From an optimization exercise on the open Yosys and OpenROAD flow, aimed at small area; shortcuts taken in it are not production practice. Power is estimated from default activity; no workload was simulated.

==> branch pepper <==
// Sobel
module Sobel
#(
    parameter IMAGE_W   =   128  ,
    parameter IMAGE_H   =   480  ,
    parameter IMAGE_DW  =   8
)
(
    input                           InVideoClk  ,
    input                           InVideoVs   ,
    input                           InVideoDe   ,
    input   [IMAGE_DW -1 :0]        InVideoData ,
    output                          OutVideoVs  ,
    output                          OutVideoDe  ,
    output  [IMAGE_DW -1 :0]        OutVideoData
);
wire                PosVs       ;
wire    [9:0]       V           ;
wire    [8:0]       H           ;
wire    [9:0]       V2          ;
wire    [8:0]       H1          ;
wire    [8:0]       H2          ;
wire                De1         ;
wire    [7:0]       AbsX        ;
wire    [7:0]       AbsY        ;
wire                Sat         ;
reg     [1:0]       rDe         ;
PluseDection PluseDection
(
    .clk        (InVideoClk ),
    .in_sig     (InVideoVs  ),
    .pos_sig    (PosVs      )
);
Matrix #(.IMAGE_W(IMAGE_W)) u_Matrix
(
    .InClk      (InVideoClk ),
    .InClr      (PosVs      ),
    .InDe       (InVideoDe  ),
    .InData     (InVideoData),
    .OutP2      (           ),
    .OutP1      (           ),
    .OutP0      (           ),
    .OutV       (V          ),
    .OutH       (H          ),
    .OutV2      (V2         ),
    .OutH1      (H1         ),
    .OutH2      (H2         ),
    .OutDe      (De1        )
);
CalCore u_CalCore
(
    .InClk      (InVideoClk ),
    .InV        (V          ),
  ...
export LEC_CHECK = 0
export CAP_MARGIN = 20
export CORE_MARGIN = 2
export CORE_UTILIZATION = 60
export CTS_BUF_LIST = sky130_fd_sc_hd__clkbuf_8
export CTS_CLUSTER_DIAMETER = 50
export CTS_CLUSTER_SIZE = 20
export SLEW_MARGIN = 20
create_clock -name core_clock -period 8.0 [get_ports {InVideoClk}]
run.sh (not shown) runs the stock make flow with config.mk's settings and CLKGATE_MAP_FILE= SYNTH_SCRIPT=/design/flow/synth_recipe.tcl, a recipe that flattens the netlist after the stock synthesis.
==> inputs of branch fjord, as changes to branch pepper <==
--- a/flow/design.v
+++ b/flow/design.v
@@ -465,23 +465,64 @@
 wire Ge239 = ~Diff231[7];
 wire [6:0] Rem240 = Ge239 ? Diff231[6:0] : Part229[6:0];
 wire [5:0] Root241 = {rS5_Root,Ge239};
 wire [3:0] Rad242 = rS5_Rad[3:0];
 wire [8:0] Part243 = {Rem240,Rad242[3:2]};
 wire [7:0] Trial244 = {Root241,2'b01};
-wire [8:0] Diff245 = Part243 - {1'b0,Trial244};
-wire Ge246 = ~Diff245[8];
-wire [7:0] Rem247 = Ge246 ? Diff245[7:0] : Part243[7:0];
-wire [6:0] Root248 = {Root241,Ge246};
-wire [1:0] Rad249 = Rad242[1:0];
-wire [9:0] Part250 = {Rem247,Rad249[1:0]};
-wire [8:0] Trial251 = {Root248,2'b01};
-wire [9:0] Diff252 = Part250 - {1'b0,Trial251};
-wire Ge253 = ~Diff252[9];
-wire [7:0] Root254 = {Root248,Ge253};
-assign OutData = rS5_Sat ? 8'hff : Root254;
+wire [8:0] Diff245;
+assign Diff245[0] = Part243[0] ^ ~Trial244[0] ^ 1'b1;
+wire bc246 = (Part243[0] & ~Trial244[0]) | (1'b1 & (Part243[0] ^ ~Trial244[0]));
+assign Diff245[1] = Part243[1] ^ ~Trial244[1] ^ bc246;
+wire bc247 = (Part243[1] & ~Trial244[1]) | (bc246 & (Part243[1] ^ ~Trial244[1]));
+assign Diff245[2] = Part243[2] ^ ~Trial244[2] ^ bc247;
+wire bc248 = (Part243[2] & ~Trial244[2]) | (bc247 & (Part243[2] ^ ~Trial244[2]));
+assign Diff245[3] = Part243[3] ^ ~Trial244[3] ^ bc248;
+wire bc249 = (Part243[3] & ~Trial244[3]) | (bc248 & (Part243[3] ^ ~Trial244[3]));
+assign Diff245[4] = Part243[4] ^ ~Trial244[4] ^ bc249;
+wire bc250 = (Part243[4] & ~Trial244[4]) | (bc249 & (Part243[4] ^ ~Trial244[4]));
+assign Diff245[5] = Part243[5] ^ ~Trial244[5] ^ bc250;
+wire bc251 = (Part243[5] & ~Trial244[5]) | (bc250 & (Part243[5] ^ ~Trial244[5]));
+assign Diff245[6] = Part243[6] ^ ~Trial244[6] ^ bc251;
+wire bc252 = (Part243[6] & ~Trial244[6]) | (bc251 & (Part243[6] ^ ~Trial244[6]));
+assign Diff245[7] = Part243[7] ^ ~Trial244[7] ^ bc252;
+wire bc253 = (Part243[7] & ~Trial244[7]) | (bc252 & (Part243[7] ^ ~Trial244[7]));
+assign Diff245[8] = Part243[8] ^ 1'b1 ^ bc253;
+wire Ge254 = ~Diff245[8];
+wire [7:0] Rem255 = Ge254 ? Diff245[7:0] : Part243[7:0];
+wire [6:0] Root256 = {Root241,Ge254};
+wire [1:0] Rad257 = Rad242[1:0];
+wire [9:0] Part258 = {Rem255,Rad257[1:0]};
+wire [8:0] Trial259 = {Root256,2'b01};
+wire [9:0] Diff260;
+assign Diff260[0] = Part258[0] ^ ~Trial259[0] ^ 1'b1;
+wire bc261 = (Part258[0] & ~Trial259[0]) | (1'b1 & (Part258[0] ^ ~Trial259[0]));
+assign Diff260[1] = Part258[1] ^ ~Trial259[1] ^ bc261;
+wire bc262 = (Part258[1] & ~Trial259[1]) | (bc261 & (Part258[1] ^ ~Trial259[1]));
+assign Diff260[2] = Part258[2] ^ ~Trial259[2] ^ bc262;
+wire bc263 = (Part258[2] & ~Trial259[2]) | (bc262 & (Part258[2] ^ ~Trial259[2]));
+assign Diff260[3] = Part258[3] ^ ~Trial259[3] ^ bc263;
+wire bc264 = (Part258[3] & ~Trial259[3]) | (bc263 & (Part258[3] ^ ~Trial259[3]));
+assign Diff260[4] = Part258[4] ^ ~Trial259[4] ^ bc264;
+wire bc265 = (Part258[4] & ~Trial259[4]) | (bc264 & (Part258[4] ^ ~Trial259[4]));
+assign Diff260[5] = Part258[5] ^ ~Trial259[5] ^ bc265;
+wire bc266 = (Part258[5] & ~Trial259[5]) | (bc265 & (Part258[5] ^ ~Trial259[5]));
+assign Diff260[6] = Part258[6] ^ ~Trial259[6] ^ bc266;
+wire bc267 = (Part258[6] & ~Trial259[6]) | (bc266 & (Part258[6] ^ ~Trial259[6]));
+assign Diff260[7] = Part258[7] ^ ~Trial259[7] ^ bc267;
+wire bc268 = (Part258[7] & ~Trial259[7]) | (bc267 & (Part258[7] ^ ~Trial259[7]));
+assign Diff260[8] = Part258[8] ^ ~Trial259[8] ^ bc268;
+wire bc269 = (Part258[8] & ~Trial259[8]) | (bc268 & (Part258[8] ^ ~Trial259[8]));
+assign Diff260[9] = Part258[9] ^ 1'b1 ^ bc269;
+wire Ge270 = ~Diff260[9];
+wire [7:0] Root271 = {Root256,Ge270};
+reg [7:0] rOut;
+always@(posedge InClk)
+begin
+    rOut <= rS5_Sat ? 8'hff : Root271;
+end
+assign OutData = rOut;
 endmodule
 module Sobel
 #(
     parameter IMAGE_W   =   128  ,
     parameter IMAGE_H   =   480  ,
     parameter IMAGE_DW  =   8
@@ -502,13 +543,13 @@
 wire    [8:0]       H1          ;
 wire    [8:0]       H2          ;
 wire                De1         ;
 wire    [7:0]       AbsX        ;
 wire    [7:0]       AbsY        ;
 wire                Sat         ;
-reg     [1:0]       rDe         ;
+reg     [2:0]       rDe         ;
 PluseDection PluseDection
 (
     .clk        (InVideoClk ),
     .in_sig     (InVideoVs  ),
     .pos_sig    (PosVs      )
 );
@@ -547,11 +588,11 @@
     .InAbsY     (AbsY       ),
     .InSat      (Sat        ),
     .OutData    (OutVideoData)
 );
 always@(posedge InVideoClk)
 begin
-    rDe <= {rDe[0],De1};
+    rDe <= {rDe[1:0],De1};
 end
 assign OutVideoVs = InVideoVs;
-assign OutVideoDe = rDe[1];
+assign OutVideoDe = rDe[2];
 endmodule
==> notes.md <==
metric	branch pepper	branch fjord
Number of sinks handled by clock tree synthesis	2,144	2,153
Actual transition at the worst max-transition pin	1180 ps	1050 ps
Cell-internal power	19,100 uW	18,500 uW
Crit. Startpoint	u_SquareRoot.rS5_Rad[5]$_DFF_P_	u_SquareRoot.rS1_Rad[12]$_DFF_P_
Global routing met3 resource utilization	0.0259	0.0301
Data arrival time at the worst-slack endpoint	6470 ps	7950 ps
Capture point of the critical path	OutVideoData[0]	u_SquareRoot.rS5_Rem[4]$_DFF_P_
Cells resized by post-CTS repair	47	0
Depth of the critical timing path with buffers and inverters included	32	26
Overall power of the completed layout	26,800 uW	25,500 uW
Reported clock group power	5580 uW	5620 uW
Worst hold slack after final layout	333 ps	298 ps
Sequential share of cell area	0.855	0.862
X dimension of the die	342 um	341 um
Post-route fraction of the period consumed by the critical path	1.01	0.905
Outcome	finished with violations	no timing/DRC/antenna violations
Reasons for failing layout checks	negative setup slack	-
Area fraction in compound gates after synthesis	0.00474	0.00368
No run of this note included a check of the RTL's function; only the layout flow was run.

[separate check: timing with driven ports]
The results above use ideal ports. As a check the final layouts listed here were re-extracted and re-timed, cells and wires unchanged. Step 1 (the two cells are an assumption about what drives the block):
set clk [get_ports {InVideoClk}]
set_driving_cell -lib_cell sky130_fd_sc_hd__clkbuf_16 $clk
set_driving_cell -lib_cell sky130_fd_sc_hd__buf_2 [delete_from_list [all_inputs] $clk]
Step 2 also shifts input and output timing later by t, the mid clock arrival at the registers, as if the neighbouring blocks saw the same clock. Three values: no drivers, after step 1, after step 2; two values: the first two.
run	t (ns)	setup WS [ns]	hold slack, ns
branch pepper	0.893	-0.071 / -0.135 / 0.638	0.333 / 0.333 / 0.333
branch fjord	0.891	0.763 / 0.763 / 0.581	0.298 / 0.298 / 0.298
For branch fjord, which loses most, drivers alone change the setup slack by 0.000 ns; drivers and shift together by -0.182 ns.
